This is an optimization exercise on Yosys and OpenROAD, whose aim is small area and a short achievable clock period, not a production implementation. At most, simulation tests tie the RTL to the original design; equivalence was not proved.

== rev 12 ==
// system
module system(input clk,
              input reset,
              input key_ready,
              input make,
              input ext,
              input [7:0] key_input,
              output [4:0] befor,
              output [4:0] after,
              output [4:0] shift0,
              output [4:0] shift1,
              output [4:0] shift2,
              output [2:0] type0,
              output [2:0] type1,
              output [2:0] type2,
              input increase_shift_or_type,
              input increase0,
              input increase1,
              input increase2,
              input [4:0] history_raddr,
              output [7:0] history_dout);
For scale: roughly 1300 cells after synthesis, roughly 64 I/O pins, roughly 12000 µm² of cells after synthesis.
==> module machine_controller, before the edit <==
module machine_controller (input clk,
                           input reset,
                           input key_ok,
                           input [4:0] letter,
                           output reg [4:0] befor,
                           output reg [4:0] after,
                           output reg save_history,
                           output reg [4:0] shift0,
                           output reg [4:0] shift1,
                           output reg [4:0] shift2,
                           output reg [2:0] type0,
                           output reg [2:0] type1,
                           output reg [2:0] type2,
                           input increase_shift_or_type,
                           input increase0,
                           input increase1,
                           input increase2);
    reg [1:0] save_next_counter;
    reg [4:0] x;                  
    wire [4:0] next_x, result;
    rotor rotor(.slot(save_next_counter), .letter(letter), .x(x),
                .shift0(shift0), .shift1(shift1), .shift2(shift2),
                .type0(type0), .type1(type1), .type2(type2),
                .next_x(next_x), .result(result));
    function [4:0] inc26(input [4:0] s);
        inc26 = (s[4] & s[3] & s[0]) ? 5'd0 :
                {s[4] ^ &s[3:0], s[3] ^ &s[2:0], s[2] ^ &s[1:0], s[1] ^ s[0], ~s[0]};
    endfunction
    function [2:0] inc5(input [2:0] t);
        inc5 = t[2] ? 3'd0 : {t[1] & t[0], t[1] ^ t[0], ~t[0]};
    endfunction
    always @(posedge clk)
        x <= next_x;
    always @(posedge clk)
        save_history <= !reset && (save_next_counter == 2'b11);
    always @(posedge clk) begin
        if (reset) begin
            befor             <= 0;
            after             <= 0;
            shift0            <= 0;
            shift1            <= 0;
            shift2            <= 0;
            type0             <= 0;
            type1             <= 0;
            type2             <= 0;
            save_next_counter <= 0;
        end
        else if (save_next_counter == 2'b11) begin
            after             <= result;
            save_next_counter <= 0;
            if (shift0 == 25 && shift1 == 25)
                shift2 <= inc26(shift2);
            if (shift0 == 25)
                shift1 <= inc26(shift1);
            shift0 <= inc26(shift0);
        end
        else if (save_next_counter != 2'b00) begin
            save_next_counter <= {save_next_counter[1] ^ save_next_counter[0], ~save_next_counter[0]};
        end
        else begin
            if (key_ok) begin
                befor             <= letter;
                save_next_counter <= 2'b01;
            end
            else if (increase_shift_or_type == 0) begin
                if (increase0) shift0 <= inc26(shift0);
                if (increase1) shift1 <= inc26(shift1);
                if (increase2) shift2 <= inc26(shift2);
            end
            else begin
                if (increase0) type0 <= inc5(type0);
                if (increase1) type1 <= inc5(type1);
                if (increase2) type2 <= inc5(type2);
            end
        end
    end
endmodule
==> module rotor, before the edit <==
module rotor (input [1:0] slot,
              input [4:0] letter,
              input [4:0] x,
              input [4:0] shift0, input [4:0] shift1, input [4:0] shift2,
              input [2:0] type0, input [2:0] type1, input [2:0] type2,
              output [4:0] next_x,
              output [4:0] result);
    function [4:0] add26(input [4:0] a, input [4:0] b);
        reg [5:0] s;
        reg [4:0] m;
        reg c;
        integer i;
        begin
            c = 1'b0;
            for (i = 0; i < 5; i = i + 1) begin
                s[i] = a[i] ^ b[i] ^ c;
                c = (a[i] & b[i]) | (c & (a[i] ^ b[i]));
            end
            s[5] = c;
            c = 1'b0;
            for (i = 0; i < 5; i = i + 1) begin
                m[i] = s[i] ^ (6'b100110 >> i) & 1'b1 ^ c;
                c = (s[i] & ((6'b100110 >> i) & 1'b1)) | (c & (s[i] ^ ((6'b100110 >> i) & 1'b1)));
            end
            add26 = (s[5] | (s[4] & s[3] & (s[2] | s[1]))) ? m : s[4:0];
        end
    endfunction
    function [4:0] neg26(input [4:0] v);
        reg [4:0] r;
        reg c;
        integer i;
        begin
            c = 1'b0;
            for (i = 0; i < 5; i = i + 1) begin
                r[i] = ~v[i] ^ ((5'd27 >> i) & 1'b1) ^ c;
                c = (~v[i] & ((5'd27 >> i) & 1'b1)) | (c & (~v[i] ^ ((5'd27 >> i) & 1'b1)));
            end
            neg26 = r;
        end
    endfunction
    wire p0 = (slot == 2'd0);
    wire p3 = (slot == 2'd3);
    wire [4:0] a1 = p0 ? letter : x;
    reg  [4:0] d1;
    reg  [2:0] t1;
    always @(*)
        case (slot)
            2'd0: begin d1 = shift0;          t1 = type0; end
            2'd1: begin d1 = shift1;          t1 = type1; end
            2'd2: begin d1 = shift2;          t1 = type2; end
            2'd3: begin d1 = neg26(shift2);  t1 = type1; end
        endcase
    wire [4:0] o1;
    rotor_u1 u1(.dir(p3), .rtype(t1), .idx(add26(a1, d1)), .dout(o1));
    wire [4:0] o2;
    rotor_u2 u2(.dir(1'b0), .rtype(p3 ? type0 : type2), .idx(add26(o1, p3 ? shift1 : 5'd0)), .dout(o2));
    assign next_x = slot[1] ? o2 : o1;
    assign result = add26(o2, neg26(shift0));
endmodule
==> module system, before the edit <==
module system(input clk,
              input reset,
              input key_ready,
              input make,
              input ext,
              input [7:0] key_input,
              output [4:0] befor,
              output [4:0] after,
              output [4:0] shift0,
              output [4:0] shift1,
              output [4:0] shift2,
              output [2:0] type0,
              output [2:0] type1,
              output [2:0] type2,
              input increase_shift_or_type,
              input increase0,
              input increase1,
              input increase2,
              input [4:0] history_raddr,
              output [7:0] history_dout);
    wire key_ok;
    wire [4:0] letter;
    wire save_history;
    wire [4:0] history_din;
    wire [4:0] history_waddr;
    wire history_we;
    keyboard_filter keyboard_filter(
        .key_ready(key_ready),
        .make(make),
        .ext(ext),
        .key_input(key_input),
        .key_ok(key_ok),
        .letter(letter)
    );
    machine_controller machine_controller(
        .clk(clk),
        .reset(reset),
        .key_ok(key_ok),
        .letter(letter),
        .befor(befor),
        .after(after),
        .save_history(save_history),
        .shift0(shift0),
        .shift1(shift1),
        .shift2(shift2),
        .type0(type0),
        .type1(type1),
        .type2(type2),
        .increase_shift_or_type(increase_shift_or_type),
        .increase0(increase0),
        .increase1(increase1),
        .increase2(increase2)
    );
    history_keeper history_keeper(
        .clk(clk),
        .reset(reset),
        .save_history(save_history),
        .befor(befor),
        .after(after),
        .dout(history_din),
        .waddr(history_waddr),
        .we(history_we)
    );
    history_ram history_ram(
        .clk(clk),
        .raddr(history_raddr),
        .dout(history_dout),
        .waddr(history_waddr),
        .we(history_we),
        .din(history_din)
    );
endmodule
export LEC_CHECK = 0
export CAP_MARGIN = 20
export CORE_MARGIN = 2
export CORE_UTILIZATION = 40
export SLEW_MARGIN = 20
create_clock -name core_clock -period 48.0 [get_ports {clk}]
standard.sh (not shown) runs the stock make flow with config.mk's settings and CLKGATE_MAP_FILE= SYNTH_SCRIPT=/design/flow/synth_recipe.tcl, a recipe that flattens the netlist after the stock synthesis.
==> flow/flow/run.sh <==
#!/bin/bash
# Layout flow: the standard ORFS flow (standard.sh) with
#  - a stronger, area-oriented ABC script in synthesis (flow/abc_area.script,
#    used through a copy of the ORFS scripts folder; nothing else changes),
#  - plain buffers (buf_1) as the port buffers,
#  - CTS with clkbuf_16 in clusters of up to 30 flip-flops and no dummy loads,
#  - repair_timing asked for a larger setup margin, so that it also speeds up
#    the combinational history read path (history_raddr -> history_dout).
# Each tool's output goes to the ORFS logs under orfs/logs; make's to flow_run.log.
set -euo pipefail
W=$PWD
rm -rf "$W/scripts_own"
cp -r "$FLOW_HOME/scripts" "$W/scripts_own"
cp "$W/flow/abc_area.script" "$W/scripts_own/abc_area.script"
export BUFFER_PORTS_ARGS="-buffer_cell sky130_fd_sc_hd__buf_1"
export CTS_ARGS="-sink_clustering_enable -repair_clock_nets -buf_list sky130_fd_sc_hd__clkbuf_16 -dont_use_dummy_load -sink_clustering_size 30 -sink_clustering_max_diameter 80"
export SETUP_SLACK_MARGIN=26.1
bash standard.sh SCRIPTS_DIR="$W/scripts_own" ABC_AREA=1 finish > "$W/flow_run.log" 2>&1
==> flow/flow/abc_area.script <==
strash
&get -n
&deepsyn -T 120
&put
dch
amap -F 3
topo
stime -c
buffer -c
upsize -c
dnsize -c
#### Input delta (rev 13 over rev 12)
--- a/flow/design.v
+++ b/flow/design.v
@@ -13,6 +13,7 @@
                            input reset,
                            input key_ok,
                            input [4:0] letter,
+                           input [4:0] key5,
                            output reg [4:0] befor,
                            output reg [4:0] after,
                            output reg save_history,
@@ -29,7 +30,7 @@
     reg [1:0] save_next_counter;
     reg [4:0] x;                  
     wire [4:0] next_x, result;
-    rotor rotor(.slot(save_next_counter), .letter(letter), .x(x),
+    rotor rotor(.slot(save_next_counter), .key5(key5), .x(x),
                 .shift0(shift0), .shift1(shift1), .shift2(shift2),
                 .type0(type0), .type1(type1), .type2(type2),
                 .next_x(next_x), .result(result));
@@ -491,7 +492,7 @@
         endcase
 endmodule
 module rotor (input [1:0] slot,
-              input [4:0] letter,
+              input [4:0] key5,              
               input [4:0] x,
               input [4:0] shift0, input [4:0] shift1, input [4:0] shift2,
               input [2:0] type0, input [2:0] type1, input [2:0] type2,
@@ -517,6 +518,10 @@
             add26 = (s[5] | (s[4] & s[3] & (s[2] | s[1]))) ? m : s[4:0];
         end
     endfunction
+    function [4:0] dec26(input [4:0] v);
+        dec26 = (v == 5'd0) ? 5'd25 :
+                {v[4] ^ ~|v[3:0], v[3] ^ ~|v[2:0], v[2] ^ ~|v[1:0], v[1] ^ ~v[0], ~v[0]};
+    endfunction
     function [4:0] neg26(input [4:0] v);
         reg [4:0] r;
         reg c;
@@ -532,12 +537,12 @@
     endfunction
     wire p0 = (slot == 2'd0);
     wire p3 = (slot == 2'd3);
-    wire [4:0] a1 = p0 ? letter : x;
+    wire [4:0] a1 = p0 ? key5 : x;
     reg  [4:0] d1;
     reg  [2:0] t1;
     always @(*)
         case (slot)
-            2'd0: begin d1 = shift0;          t1 = type0; end
+            2'd0: begin d1 = dec26(shift0);   t1 = type0; end
             2'd1: begin d1 = shift1;          t1 = type1; end
             2'd2: begin d1 = shift2;          t1 = type2; end
             2'd3: begin d1 = neg26(shift2);  t1 = type1; end
@@ -675,6 +680,7 @@
         .reset(reset),
         .key_ok(key_ok),
         .letter(letter),
+        .key5(key_input[4:0]),
         .befor(befor),
         .after(after),
         .save_history(save_history),
Findings:
Summary of rev 13 over rev 12: final layout net count went up by 12. Compared rev 13 against rev 12; core box area within noise. Count of placed standard cells including taps was lower in rev 12 than in rev 13. From rev 12 to rev 13 the numbers moved as follows: maximum frequency now smaller, overall routing resource usage has decreased. The remaining routing DRC violations of rev 13 and that of rev 12 are within noise of each other. The global-route wire length before repair of rev 13 is lower than that of rev 12. Global-route met3 utilization in rev 13 is 0.29 points higher than in rev 12. Slowest cell on the critical path: sky130_fd_sc_hd__or4_4 -> rev 13, sky130_fd_sc_hd__or3_1 -> rev 12. Rev 13 vs rev 12 on post-layout instance count excluding filler cells: rev 13 is the higher one.
Function not checked in rev 13: the RTL went through the layout flow alone.

[separate check: timing with driven ports]
The flow's constraints put no driver on any port. The routed layouts listed below were extracted and timed again, unchanged, in two steps.
Step 1 assumes that a clkbuf_16 drives the clock port and a buf_2 every other input.
Step 2 times the ports against the registers' clock, not the clock port: input delays grow and output delays shrink by t, the midpoint of the rising clock arrivals with the driver on.
Three values: ideal, step 1, step 2; two values: the first two.
run | shift t [ns] | slack for setup (ns) | worst register clock-pin slew, ns
rev 12 | 0.514 | 26.347 / 26.322 / 26.125 | 0.11 / 0.11
rev 13 | 0.520 | 26.204 / 26.179 / 26.179 | 0.11 / 0.11
After both steps setup and hold are still met in every run listed. The setup slack of rev 12, which loses most, moves by -0.025 ns with the drivers and by -0.222 ns with both steps.
